What follows belongs to an exercise in optimizing a design on an open flow for small area; a production flow would make more cautious choices. In this exercise RTL edits were held to simulation tests only and were not proved equivalent to the original. Power is estimated from default activity; no workload was simulated.

==> flow/design.v (excerpt) <==
module ssl(clk, erst, din, dIdA, dIdB, dIdC, dSsA);
    input clk;
    input erst;
    input [3:0] din;
    output [6:0] dIdA;
    output [6:0] dIdB;
    output [6:0] dIdC;
    output [20:0] dSsA;
    wire rst;
    wire ena;
    wire [6:0] cntin;
    wire [3:0] dline;
    wire [127:0] dinRef;
    reg ph;
    reg valid0, valid1;
    rst_synch #(4, 2) rstSynchInst (
        .clk (clk),
        .erst (erst),
        .rst (rst),
        .ena (ena)
    );
    counter counterInst (
        .clk (clk),
        .rst (rst),
        .ena (ena),
        .dout (cntin)
    );
    input_buff inputBuffInst (
        .din (din),
        .clk (clk),
        .rst (rst),
        .ena (ena),
        .dout (dline)
    );
    always @ (posedge clk or negedge rst) begin
        if (!rst) begin
            ph <= 1'b0;
            valid0 <= 1'b0;
            valid1 <= 1'b0;
        end
        else if (cntin == 7'd126) begin
            ph <= ~ph;
            valid0 <= 1'b1;
            valid1 <= valid0;
        end
    end
    wire cnt0 = (cntin == 7'd127);
    wire first = (cntin == 7'd0);
    wire inwin = (cntin < 7'd124);
    wire [6:0] lag = cntin;
    shift_reg refInst (
        .din (dline[0]),
        .clk (clk),
        .load (cnt0),
        .dout (dinRef)
    );
    proc_array procArrayA (
        .dinRef (dinRef), .din (dline[1]), .clk (clk), .rst (rst),
  ...
==> module input_buff, before the edit <==
module input_buff(din, clk, rst, ena, dout);
    input [3:0] din;
    input clk;
    input rst;
    input ena;
    output [3:0] dout;
    reg [7:0] dinBuff;
    assign dout = dinBuff[7:4];
    always @ (posedge clk or negedge rst) begin
        if (!rst)
            dinBuff <= 8'd0;
        else if (!ena) begin
            dinBuff[7:4] <= dinBuff[3:0];
            dinBuff[3:0] <= din;
        end
    end
endmodule
==> module ssl, before the edit <==
module ssl(clk, erst, din, dIdA, dIdB, dIdC, dSsA);
    input clk;
    input erst;
    input [3:0] din;
    output [6:0] dIdA;
    output [6:0] dIdB;
    output [6:0] dIdC;
    output [20:0] dSsA;
    wire rst;
    wire ena;
    wire [6:0] cntin;
    wire [3:0] dline;
    wire [127:0] dinRef;
    reg ph;
    reg valid0, valid1;
    rst_synch #(4, 2) rstSynchInst (
        .clk (clk),
        .erst (erst),
        .rst (rst),
        .ena (ena)
    );
    counter counterInst (
        .clk (clk),
        .rst (rst),
        .ena (ena),
        .dout (cntin)
    );
    input_buff inputBuffInst (
        .din (din),
        .clk (clk),
        .rst (rst),
        .ena (ena),
        .dout (dline)
    );
    always @ (posedge clk or negedge rst) begin
        if (!rst) begin
            ph <= 1'b0;
            valid0 <= 1'b0;
            valid1 <= 1'b0;
        end
        else if (cntin == 7'd126) begin
            ph <= ~ph;
            valid0 <= 1'b1;
            valid1 <= valid0;
        end
    end
    wire cnt0 = (cntin == 7'd127);
    wire first = (cntin == 7'd0);
    wire inwin = (cntin < 7'd124);
    wire [6:0] lag = cntin;
    shift_reg refInst (
        .din (dline[0]),
        .clk (clk),
        .load (cnt0),
        .dout (dinRef)
    );
    proc_array procArrayA (
        .dinRef (dinRef), .din (dline[1]), .clk (clk), .rst (rst),
        .ph (ph), .phn (~ph), .first (first), .inwin (inwin), .lag (lag),
        .pub (cnt0 & valid1), .hold (~cnt0), .dout (dIdA)
    );
    proc_array procArrayB (
        .dinRef (dinRef), .din (dline[2]), .clk (clk), .rst (rst),
        .ph (ph), .phn (~ph), .first (first), .inwin (inwin), .lag (lag),
        .pub (cnt0 & valid1), .hold (~cnt0), .dout (dIdB)
    );
    proc_array procArrayC (
        .dinRef (dinRef), .din (dline[3]), .clk (clk), .rst (rst),
        .ph (ph), .phn (~ph), .first (first), .inwin (inwin), .lag (lag),
        .pub (cnt0 & valid1), .hold (~cnt0), .dout (dIdC)
    );
    output_proc outputProcA (
        .din (dIdA),
        .clk (clk),
        .rst (rst),
        .load (cntin == 7'd3),
        .dout (dSsA)
    );
endmodule
export LEC_CHECK = 0
export CAP_MARGIN = 20
export CORE_MARGIN = 2
export CORE_UTILIZATION = 65
export SLEW_MARGIN = 20
export SYNTH_HIERARCHICAL = 1
export SYNTH_MINIMUM_KEEP_SIZE = 0
create_clock -name core_clock -period 15.0 [get_ports {clk}]
standard.sh (not shown) runs the stock make flow with config.mk's settings and CLKGATE_MAP_FILE= SYNTH_SCRIPT=/design/flow/synth_recipe.tcl, a recipe that flattens the netlist after the stock synthesis.
==> flow/flow/run.sh <==
#!/bin/bash
# Own layout flow: the standard synthesis, then the standard ORFS layout
# with these changes (settings in flow/knobs.sh):
#  * combinational cells in the synthesized netlist start at their smallest
#    drive strength (downsize.py); repair_design and repair_timing size up
#    whatever needs it;
#  * floorplan removes synthesis buffers instead of sizing on wire-load
#    estimates (REMOVE_ABC_BUFFERS);
#  * the port buffers are the smallest buffer cell;
#  * CTS uses the clock buffer and clustering in knobs.sh and no dummy loads.
set -euo pipefail
R=orfs/results/${FLOW_PLATFORM}/ssl/base
source flow/knobs.sh

bash standard.sh synth > synth.log 2>&1
cp $R/1_2_yosys.v synth_netlist.v
python3 flow/downsize.py $R/1_2_yosys.v > downsize.log 2>&1

CTS="-sink_clustering_enable -repair_clock_nets -dont_use_dummy_load"
CTS="$CTS -buf_list $CTS_BUF $CTS_EXTRA"
bash standard.sh REMOVE_ABC_BUFFERS=1 "CTS_ARGS=$CTS" \
    "BUFFER_PORTS_ARGS=-buffer_cell sky130_fd_sc_hd__buf_1" \
    $EXTRA_VARS finish > layout.log 2>&1
Other scripts of this flow, unchanged in this note and not shown: flow/flow/downsize.py, flow/flow/knobs.sh
Then changed:
--- a/flow/design.v
+++ b/flow/design.v
@@ -56,23 +56,18 @@
         doutB <= {doutB[126:0], ph ? din : doutB[127]};
     end
 endmodule
 `timescale 1ns/100ps
-module input_buff(din, clk, rst, ena, dout);
+module input_buff(din, clk, zero, dout);
     input [3:0] din;
     input clk;
-    input rst;
-    input ena;
+    input zero;
     output [3:0] dout;
     reg [7:0] dinBuff;
-    assign dout = dinBuff[7:4];
-    always @ (posedge clk or negedge rst) begin
-        if (!rst)
-            dinBuff <= 8'd0;
-        else if (!ena) begin
-            dinBuff[7:4] <= dinBuff[3:0];
-            dinBuff[3:0] <= din;
-        end
+    assign dout = zero ? 4'd0 : dinBuff[7:4];
+    always @ (posedge clk) begin
+        dinBuff[7:4] <= dinBuff[3:0];
+        dinBuff[3:0] <= din;
     end
 endmodule
 `timescale 1ns/100ps
 module bintree(din, dout);
@@ -1312,10 +1307,9 @@
     );
     input_buff inputBuffInst (
         .din (din),
         .clk (clk),
-        .rst (rst),
-        .ena (ena),
+        .zero (~valid0 & ((cntin == 7'd127) | (cntin == 7'd0))),
         .dout (dline)
     );
     always @ (posedge clk or negedge rst) begin
         if (!rst) begin
After rerunning: The changed run passed the timing, design-rule and antenna checks; via count rose by 0.41%; wire length is about the same; first-iteration DRC count rose by 6.3%; hold slack gets worse by 0.031 ns; clock skew rose by 0.015 ns; total power rose by 0.71%; die area barely changes.

-- static timing again, ports no longer ideal --
No port has a modelled driver above. Below, the same layouts with a new extraction and two added sets of constraints.
Step 1: set_driving_cell puts a clkbuf_16 on clk and a buf_2 on each other input, an assumption about the parent block.
Step 2 also shifts input and output timing later by t, the mid clock arrival at the registers, as if the neighbouring blocks saw the same clock.
a / b / c = ideal / step 1 / step 2; a / b = the first two.
| run | t (ns) | setup WS [ns] | hold slack, ns | worst register clock-pin slew, ns | cell pins on the clock port's net |
|---|---|---|---|---|---|
| the first run | 1.026 | 4.957 / 4.957 / 4.957 | 0.301 / 0.301 / 0.301 | 0.12 / 0.12 | 1 |
| the second run | 1.002 | 4.531 / 4.531 / 4.531 | 0.269 / 0.269 / 0.269 | 0.11 / 0.11 | 1 |
After both steps setup and hold are still met in every run listed.
